Source: an optimization exercise on an open RTL-to-GDS flow (aim: small area). Production flows keep margins and buffers that such runs may drop. In this exercise RTL edits were held to simulation tests only and were not proved equivalent to the original. Power is estimated from default activity; no workload was simulated.

## run 1
==> flow/design.v (excerpt) <==
module PCC_4op
#(
parameter	LOCAL_Y	=	4'b0010,
parameter	LOCAL_X	=	4'b0001,
parameter	DATAW		=	66,
parameter	PORTS		=	4,
parameter   OUT_PORTS	=	4,
parameter	CONNECTIONW	=	16,
parameter	ADDRYX		=	8,
parameter	FWCTRLW		=	1,
parameter	BWCTRLW		=	3
)
(
input				clk,
input				reset,
input	[DATAW-1:0]	PCC_ip_data_i0,		PCC_ip_data_i1,		PCC_ip_data_i2,		PCC_ip_data_i3,	 
input				PCC_ip_stb_i0,		PCC_ip_stb_i1,		PCC_ip_stb_i2,		PCC_ip_stb_i3,	
input				PCC_ip_fwd_i0,		PCC_ip_fwd_i1,		PCC_ip_fwd_i2,		PCC_ip_fwd_i3,	    	
input				PCC_op_fail_i0,		PCC_op_fail_i1,		PCC_op_fail_i2,		PCC_op_fail_i3,	
input				PCC_op_pack_i0,		PCC_op_pack_i1,		PCC_op_pack_i2,		PCC_op_pack_i3,	
input				PCC_op_suspend_i0,	PCC_op_suspend_i1,	PCC_op_suspend_i2,	PCC_op_suspend_i3,	
input				PCC_op_cancel_i0,	PCC_op_cancel_i1,	PCC_op_cancel_i2,	PCC_op_cancel_i3,	
output	[DATAW-1:0]	PCC_op_data_o0,		PCC_op_data_o1,		PCC_op_data_o2,		PCC_op_data_o3,	
output				PCC_op_stb_o0,		PCC_op_stb_o1,		PCC_op_stb_o2,		PCC_op_stb_o3,	
output				PCC_op_fwd_o0,		PCC_op_fwd_o1,		PCC_op_fwd_o2,		PCC_op_fwd_o3,	
output				PCC_ip_fail_o0,		PCC_ip_fail_o1,		PCC_ip_fail_o2,		PCC_ip_fail_o3,	 
output				PCC_ip_pack_o0,		PCC_ip_pack_o1,		PCC_ip_pack_o2,		PCC_ip_pack_o3,	
output				PCC_ip_suspend_o0,	PCC_ip_suspend_o1,	PCC_ip_suspend_o2,	PCC_ip_suspend_o3,	
output				PCC_ip_cancel_o0,	PCC_ip_cancel_o1,	PCC_ip_cancel_o2,	PCC_ip_cancel_o3
);
export LEC_CHECK = 0
export CAP_MARGIN = 0
export CELL_PAD_IN_SITES_DETAIL_PLACEMENT = 1
export CORE_MARGIN = 2
export CORE_UTILIZATION = 60
export SLEW_MARGIN = 0
export SYNTH_HIERARCHICAL = 1
create_clock -name core_clock -period 4.0 [get_ports {clk}]
standard.sh (not shown) runs the stock make flow with config.mk's settings and CLKGATE_MAP_FILE= SYNTH_SCRIPT=/design/flow/synth_recipe.tcl, a recipe that flattens the netlist after the stock synthesis.
==> flow/flow/run.sh <==
#!/bin/bash
# Standard ORFS layout, with the smallest buffer for the port buffers and
# a coarser clock tree without dummy loads.
set -euo pipefail
bash standard.sh \
  "BUFFER_PORTS_ARGS=-buffer_cell sky130_fd_sc_hd__buf_1" \
  "CTS_ARGS=-sink_clustering_enable -repair_clock_nets -dont_use_dummy_load -sink_clustering_size 14 -sink_clustering_max_diameter 60 -buf_list {sky130_fd_sc_hd__clkbuf_8}" \
  finish > flow_make.log 2>&1
In the summary table, run 1 is marked failed, with error DPL-0033 raised in detailed placement (3_5_place_dp).
For run 2, these inputs were changed with respect to run 1:
- CELL_PAD_IN_SITES_DETAIL_PLACEMENT no longer set, was 1
- CORE_UTILIZATION now 40, was 60
--- outcome ---
Both conditions hold for run 2: the flow ran to the end and the final layout passed the timing, design-rule and antenna checks. Re portion of the post-synthesis area used by sequential elements: no difference whatsoever between run 1 and run 2. Compared with run 1, in run 2 synthesized-area fraction occupied by ao, oa, aoi and oai cells held; detailed placer's ending HPWL saw a decrease; number of enable-type register cells in the synthesized netlist neither gained nor lost much. Run 1 has lower total number of placement rows than run 2. Run 2 has vertical extent of the die above what run 1 had. Relative to run 1, initial cell density of the core decreased by 20 points in run 2. From run 1 to run 2 the numbers moved as follows: die extent in x rose 36 µm; weighted congestion reported at the end of routability-driven placement fell about 5%.
For run 3, these inputs were changed with respect to run 2:
- CELL_PAD_IN_SITES_DETAIL_PLACEMENT: unset -> 1
Results
- Looking at worst setup slack, run 3 sits above run 2.
- The final clock period utilization by the worst path of run 3 falls short of that of run 2 by 3.9 points.
- Cmp run 3 vs run 2: routed wire length higher in run 3
- Run 2 → run 3: routing usage on met1 increased by 1.2 points relative to the old numbers; area added between synthesis and finish closely matched the old numbers.
- Going from run 2 to run 3, overall power of the completed layout grows by 21 µW.
- Actual transition at the worst max-transition pin in run 3 vs run 2: up 8.0 ps
> inputs changed (run 3 -> run 4)
==> flow/flow/run.sh <==
#!/bin/bash
# Standard ORFS layout, with the smallest buffer for the port buffers and
# a coarser clock tree without dummy loads.
set -euo pipefail
bash standard.sh \
  "BUFFER_PORTS_ARGS=-buffer_cell sky130_fd_sc_hd__buf_1" \
  "CTS_ARGS=-sink_clustering_enable -repair_clock_nets -dont_use_dummy_load -sink_clustering_size 8 -sink_clustering_max_diameter 40 -buf_list {sky130_fd_sc_hd__clkbuf_4 sky130_fd_sc_hd__clkbuf_8} -sink_clustering_buffer sky130_fd_sc_hd__clkbuf_4" \
  finish > flow_make.log 2>&1
==> comparison <==
- Setup slack: run 4 vs run 3 up 52 ps
- Of run 3 and run 4, the run reporting the higher share of the cycle needed by the critical path after routing was run 3.
- Run 3 and run 4 ended up with roughly the same total of fill cells in the finished design.
- Worst endpoint data arrival time in run 4 is 50 ps below run 3.
- | power | run 4 vs run 3 | 120 µW higher |

re-timing with driven ports:
No port has a modelled driver above. Below, the same layouts with a new extraction and two added sets of constraints. Step 1 (the two cells are an assumption about what drives the block):
set clk [get_ports {clk}]
set_driving_cell -lib_cell sky130_fd_sc_hd__clkbuf_16 $clk
set_driving_cell -lib_cell sky130_fd_sc_hd__buf_2 [delete_from_list [all_inputs] $clk]
Step 2, shift: input delay + t, output delay - t, t = (earliest + latest rising clock arrival at the registers) / 2. This alone moves slack from input paths to output paths. a / b / c = ideal ports / drivers / drivers and shift; a / b = the first two.
run | t (ns) | setup WS [ns] | worst hold slack (ns) | worst slew at a driven data input, ns
run 2 | 0.642 | 0.659 / 0.659 / 0.584 | 0.276 / 0.251 / 0.447 | 0.12
run 3 | 0.658 | 0.814 / 0.814 / 0.613 | 0.276 / 0.253 / 0.430 | 0.12
run 4 | 0.637 | 0.866 / 0.866 / 0.606 | 0.280 / 0.260 / 0.430 | 0.15
After both steps every run listed still meets setup and hold. For run 4, which loses most, drivers alone change the setup slack by 0.000 ns; drivers and shift together by -0.260 ns.
